Context: an optimization exercise on an open-source flow, tuned for small area. The choices shown serve that exercise and are no tape-out recipe.
Function was checked by simulation only, so behaviour that the tests miss may differ from the original.

## lane 1
## ddc_frontend
module ddc_frontend(
  input clock,                   
  input reset,                   
  input [31:0] frequency,        
  input signed [11:0] adc_data,  
  output out_strobe,             
  output signed [17:0] out_i,
  output signed [17:0] out_q
  );
Size: roughly 83 I/O pins.
==> module cic2, before the edit <==
module cic2 (
  input         clock,
  input  [3:0]  r10,        
  input         iact,       
  input         cact,       
  input  [18:0] xi,         
  input  [18:0] xq,
  output reg [17:0] out_i,
  output reg [17:0] out_q
  );
reg [349:0] ir;
reg [279:0] cr;
reg [179:0] orr;
reg [34:0]  t;
wire [34:0] iw0 = ir[34:0];
wire [34:0] iw1 = ir[69:35];
wire sel_i = (r10 == 4'd4);
wire sel_q = (r10 == 4'd9);
wire dump = cact & ((r10 == 4'd0) | (r10 == 4'd5));
wire [18:0] xs = sel_i ? xi : xq;
wire xu = xs[18] | (&xs[17:0]);
wire [34:0] xin = {{17{xu}}, xs[18:1]};
wire [34:0] op = (sel_i | sel_q) ? xin : iw1;
wire [34:0] iw;
csa_add #(35, 17) ai (.a(dump ? 35'd0 : iw0), .b(iact ? op : 35'd0),
  .ci(iact & (sel_i | sel_q) & xs[0]), .s(iw));
always @(posedge clock)
  ir <= {iw, ir[349:35]};
wire cstep = cact & ~r10[3];                  
wire [34:0] cw0 = cr[34:0];
wire [34:0] src = (r10 == 4'd0) ? iw0 : (r10 == 4'd4) ? iw1 : t;
wire [34:0] dif;
csa_add #(35, 17) ac (.a(src), .b(cstep ? ~cw0 : 35'd0), .ci(cstep), .s(dif));
wire [34:0] cn = cstep ? src : cw0;
wire [17:0] rnd;
rca #(18) ar (.a(t[34:17]), .b(18'd0), .ci(t[16]), .s(rnd));
wire [17:0] ow0 = orr[17:0];
wire [17:0] ow1 = orr[35:18];
wire olast = (r10 == 4'd4) | (r10 == 4'd9);
wire [17:0] on = cact ? (olast ? rnd : ow1) : ow0;
always @(posedge clock)
  begin
  cr <= {cn, cr[279:35]};
  orr <= {on, orr[179:18]};
  t <= dif;
  if (cact & (r10 == 4'd0)) out_i <= ow0;
  if (cact & (r10 == 4'd5)) out_q <= ow0;
  end
endmodule
export LEC_CHECK = 0
export CAP_MARGIN = 20
export CORE_MARGIN = 2
export CORE_UTILIZATION = 40
export CTS_BUF_LIST = sky130_fd_sc_hd__clkbuf_8
export CTS_CLUSTER_DIAMETER = 60
export CTS_CLUSTER_SIZE = 16
export SLEW_MARGIN = 20
create_clock -name core_clock -period 16.0 [get_ports {clock}]
standard.sh (not shown) runs the stock make flow with config.mk's settings and CLKGATE_MAP_FILE= SYNTH_SCRIPT=/design/flow/synth_recipe.tcl, a recipe that flattens the netlist after the stock synthesis.
==> flow/flow/run.sh <==
#!/bin/bash
# Standard layout, with one netlist step between synthesis and floorplan: inverters
# around full adders are removed by flipping adders (a full adder commutes with
# complementing all its pins) and xor/xnor gates; registers are untouched.
set -euo pipefail
R=orfs/results/${FLOW_PLATFORM:-sky130hd}/ddc_frontend/base
bash standard.sh synth > synth.log 2>&1
cp "$R/1_2_yosys.v" "$R/1_2_yosys.std.v"
if python3 flow/invopt.py "$R/1_2_yosys.std.v" invopt.v > invopt.log 2>&1 &&
   python3 flow/simeq.py "$R/1_2_yosys.std.v" invopt.v > simeq.log 2>&1 &&
   grep -q ", 0 differ" simeq.log; then
  cp invopt.v "$R/1_2_yosys.v"
  echo "netlist step applied" >> invopt.log
else
  echo "netlist step skipped" >> invopt.log
fi
rm -f "$R/1_synth.odb" "$R/1_synth.sdc"
# ports buffered with the smallest buffer; the clock tree built as the standard flow
# builds it from config.mk's settings, without dummy loads
export BUFFER_PORTS_ARGS="-buffer_cell sky130_fd_sc_hd__buf_1"
export CTS_ARGS="-sink_clustering_enable -repair_clock_nets -sink_clustering_size 16 -sink_clustering_max_diameter 60 -buf_list sky130_fd_sc_hd__clkbuf_8 -dont_use_dummy_load"
bash standard.sh > layout.log 2>&1
Other scripts of this flow, unchanged in this note and not shown: flow/flow/invopt.py, flow/flow/simeq.py
Lane 1 finished all stages; the layout is clean.
Inputs modified between lane 1 and lane 4:
--- a/flow/design.v
+++ b/flow/design.v
@@ -162,19 +162,19 @@
 wire [18:0] xs = sel_i ? xi : xq;
 wire xu = xs[18] | (&xs[17:0]);
 wire [34:0] xin = {{17{xu}}, xs[18:1]};
 wire [34:0] op = (sel_i | sel_q) ? xin : iw1;
 wire [34:0] iw;
-csa_add #(35, 17) ai (.a(dump ? 35'd0 : iw0), .b(iact ? op : 35'd0),
+csa_add #(35, 24) ai (.a(dump ? 35'd0 : iw0), .b(iact ? op : 35'd0),
   .ci(iact & (sel_i | sel_q) & xs[0]), .s(iw));
 always @(posedge clock)
   ir <= {iw, ir[349:35]};
 wire cstep = cact & ~r10[3];                  
 wire [34:0] cw0 = cr[34:0];
 wire [34:0] src = (r10 == 4'd0) ? iw0 : (r10 == 4'd4) ? iw1 : t;
 wire [34:0] dif;
-csa_add #(35, 17) ac (.a(src), .b(cstep ? ~cw0 : 35'd0), .ci(cstep), .s(dif));
+csa_add #(35, 27) ac (.a(src), .b(cstep ? ~cw0 : 35'd0), .ci(cstep), .s(dif));
 wire [34:0] cn = cstep ? src : cw0;
 wire [17:0] rnd;
 rca #(18) ar (.a(t[34:17]), .b(18'd0), .ci(t[16]), .s(rnd));
 wire [17:0] ow0 = orr[17:0];
 wire [17:0] ow1 = orr[35:18];
### Flow results
Non-clock buffer count sits higher in lane 4 than in lane 1. Lane 4 ends up with lower height of the die than lane 1 does. In the reports for lane 1 and lane 4, the larger area growth from synthesis to final layout belongs to lane 4. Data required time of the critical path delta for lane 4 relative to lane 1: 0.03 ns lower. A critical path endpoint of rx_cordic.stages[6].r.xr[17] is what lane 1 shows, while rx_cordic.stages[6].r.yr[17] belongs to lane 4.

[port drivers added, routing unchanged]
In the flow no input, the clock included, has a driving cell. The finished layouts below were timed again as built, in two steps.
Step 1 sets driving cells, clkbuf_16 on the clock port and buf_2 on the other inputs (assumed; they add their load-dependent delay and slew).
Step 2 also shifts input and output timing later by t, the mid clock arrival at the registers, as if the neighbouring blocks saw the same clock.
Slacks: ideal ports / drivers / drivers and shift; pairs: ideal ports / drivers.
run	shift t [ns]	slack for setup (ns)	latest minus earliest clock arrival (ns)	worst register clock-pin slew, ns
lane 1	0.856	0.707 / 0.707 / 0.707	0.167 / 0.168	0.10 / 0.10
lane 4	0.889	0.910 / 0.910 / 0.910	0.196 / 0.195	0.11 / 0.11
After both steps setup and hold are still met in every run listed.
